From an optimization exercise on the open Yosys and OpenROAD flow, aimed at small area; shortcuts taken in it are not production practice.
The RTL was checked by simulation tests, not by an equivalence proof against the original design.
Power and IR drop assume default switching activity.

## JK
## axi_interconnect
module axi_interconnect
      #(parameter W_CID  = 4            
                , W_ID   = 4            
                , W_ADDR = 32           
                , W_LEN  = 8            
                , W_DATA = 32           
                , W_STRB = (W_DATA/8)   
                , W_SID  = (W_CID+W_ID) 
       )
(
       input   wire                      AXI_RSTn
     , input   wire                      AXI_CLK
     , input   wire  [3*(W_ID-1+1)-1:0] M_AXI_AWID
     , input   wire  [3*(W_ADDR-1+1)-1:0] M_AXI_AWADDR
     , input   wire  [3*(W_LEN-1+1)-1:0] M_AXI_AWLEN
     , input   wire  [3*(2+1)-1:0] M_AXI_AWSIZE
     , input   wire  [3*(1+1)-1:0] M_AXI_AWBURST
     , input   wire  [3*(0+1)-1:0] M_AXI_AWVALID
     , output   wire  [3*(0+1)-1:0] M_AXI_AWREADY
     , input   wire  [3*(W_ID-1+1)-1:0] M_AXI_WID
     , input   wire  [3*(W_DATA-1+1)-1:0] M_AXI_WDATA
     , input   wire  [3*(W_STRB-1+1)-1:0] M_AXI_WSTRB
     , input   wire  [3*(0+1)-1:0] M_AXI_WLAST
     , input   wire  [3*(0+1)-1:0] M_AXI_WVALID
     , output   wire  [3*(0+1)-1:0] M_AXI_WREADY
     , output   wire  [3*(W_ID-1+1)-1:0] M_AXI_BID
     , output   wire  [3*(1+1)-1:0] M_AXI_BRESP
     , output   wire  [3*(0+1)-1:0] M_AXI_BVALID
     , input   wire  [3*(0+1)-1:0] M_AXI_BREADY
     , input   wire  [3*(W_ID-1+1)-1:0] M_AXI_ARID
     , input   wire  [3*(W_ADDR-1+1)-1:0] M_AXI_ARADDR
     , input   wire  [3*(W_LEN-1+1)-1:0] M_AXI_ARLEN
     , input   wire  [3*(2+1)-1:0] M_AXI_ARSIZE
     , input   wire  [3*(1+1)-1:0] M_AXI_ARBURST
     , input   wire  [3*(0+1)-1:0] M_AXI_ARVALID
     , output   wire  [3*(0+1)-1:0] M_AXI_ARREADY
     , output   wire  [3*(W_ID-1+1)-1:0] M_AXI_RID
  ...
export LEC_CHECK = 0
export CAP_MARGIN = 20
export CORE_MARGIN = 2
export CORE_UTILIZATION = 40
export CTS_CLUSTER_DIAMETER = 100
export CTS_CLUSTER_SIZE = 25
export SLEW_MARGIN = 20
create_clock -name core_clock -period 10.0 [get_ports {AXI_CLK}]
run.sh (not shown) runs the stock make flow with config.mk's settings and CLKGATE_MAP_FILE= SYNTH_SCRIPT=/design/flow/synth_recipe.tcl, a recipe that flattens the netlist after the stock synthesis.
Input-level comparison between MS and JK:
==> flow/flow/run.sh (new file) <==
#!/bin/bash
set -euo pipefail
cd "$(dirname "$0")/.."
bash standard.sh \
  "BUFFER_PORTS_ARGS=-buffer_cell sky130_fd_sc_hd__buf_1" \
  "CTS_ARGS=-sink_clustering_enable -repair_clock_nets -dont_use_dummy_load -sink_clustering_size 25 -sink_clustering_max_diameter 100" \
  "RECOVER_POWER=100" \
  finish > make_finish.log 2>&1
==> flow/standard.sh (new file) <==
#!/bin/bash
# synth_recipe.tcl (not shown) runs the flow's synth.tcl, then flattens the netlist and writes it again
# the make line also repeats each setting of config.mk as NAME=value (left out here)
make -C /OpenROAD-flow-scripts/flow DESIGN_CONFIG=/design/flow/config.mk WORK_HOME=/design/flow/orfs CLKGATE_MAP_FILE= SYNTH_SCRIPT=/design/flow/synth_recipe.tcl "${@:-finish}"
removed: flow/run.sh
Findings:
From the logs: MS reached the end of the flow and failed the layout checks with max-capacitance violations, max-slew violations.
Compared with JK, MS shows clock insertion delay at the later pin of the skew report higher by 0.03 ns.
Relative to JK, critical path depth increased by 3 in MS.
Changes observed in MS relative to JK: required time of the worst setup path saw an increase, met1 demand-to-capacity share in global routing rose by 0.47 points, final wirelength barely changed, post-route cell area saw a decrease.
Compared with JK, in MS count of non-filler cells in the finished layout went down; share of the core filled with cells went down; power dissipated in combinational cells went down.
The inputs of AL differ from those of MS as listed below.
diff --git a/flow/flow/run.sh b/flow/flow/run.sh
--- a/flow/flow/run.sh
+++ b/flow/flow/run.sh
@@ -7 +6,0 @@
-  "RECOVER_POWER=100" \
### Flow results
Number of slew-limit violations in the final report: AL < MS
Synthesis-to-layout area growth came out higher on AL than on MS.
AL: full flow OK, the timing, DRC and antenna checks passed
| design area | AL vs MS | ≈ equal |
[AL] multi-input gate area in the final layout rose about 0.44% relative to MS
Non-clock buffer count came out exactly the same in AL and MS.
Status: total power parity (AL, MS)
Compared MS against AL; cell-internal power within noise.
Clock skew on AL is ahead of MS.

axi_interconnect, a different RTL version from the one above (not shown whole).
Size in the first run: ~16000 cells after synthesis, ~5000 flip-flops.
Settings: LEC_CHECK=0, CAP_MARGIN=20, CORE_MARGIN=2, CORE_UTILIZATION=60, SLEW_MARGIN=20; clock period 10.0 ns.
Stock flow here: none of the scripts above is used.
The baseline went through all stages and came out clean.
Edit:
--- a/flow/config.mk
+++ b/flow/config.mk
@@ -9,3 +9,4 @@
 export CORE_MARGIN = 2
-export CORE_UTILIZATION = 60
+export CORE_UTILIZATION = 40
+export CTS_BUF_LIST = sky130_fd_sc_hd__clkbuf_4
 export SLEW_MARGIN = 20
The changed run passed the timing, DRC and antenna checks. Global-route usage went down by 11 points. Routed wire length went up by 7.5%. Area after synthesis stays the same. Setup slack improves by 0.14 ns. Sequential power stays flat. Utilization went down by 23 points.

static timing again, ports no longer ideal:
No port has a modelled driver above. Below, the same layouts with a new extraction and two added sets of constraints.
Step 1 sets driving cells, clkbuf_16 on the clock port and buf_2 on the other inputs (assumed; they add their load-dependent delay and slew).
Step 2 also shifts input and output timing later by t, the mid clock arrival at the registers, as if the neighbouring blocks saw the same clock.
Slacks: ideal / step 1 / step 2; pairs: ideal / step 1.
run | t (ns) | setup WS [ns] | clock arrival spread, ns | worst register clock-pin slew, ns | worst slew at a driven data input, ns
JK | 1.109 | 1.825 / 1.803 / 1.803 | 0.105 / 0.105 | 0.11 / 0.11 | 0.38
MS | 1.108 | 1.084 / 1.084 / 0.934 | 0.170 / 0.170 | 0.11 / 0.11 | 0.41
AL | 1.107 | 2.055 / 2.055 / 2.055 | 0.170 / 0.170 | 0.11 / 0.11 | 0.41
the first run of note 2 | 1.123 | 1.699 / 1.699 / 1.699 | 0.090 / 0.091 | 0.07 / 0.07 | 0.46
the second run of note 2 | 1.841 | 1.843 / 1.819 / 1.819 | 0.203 / 0.203 | 0.08 / 0.08 | 0.52
The setup slack of MS, which loses most, moves by 0.000 ns with the drivers and by -0.150 ns with both steps.
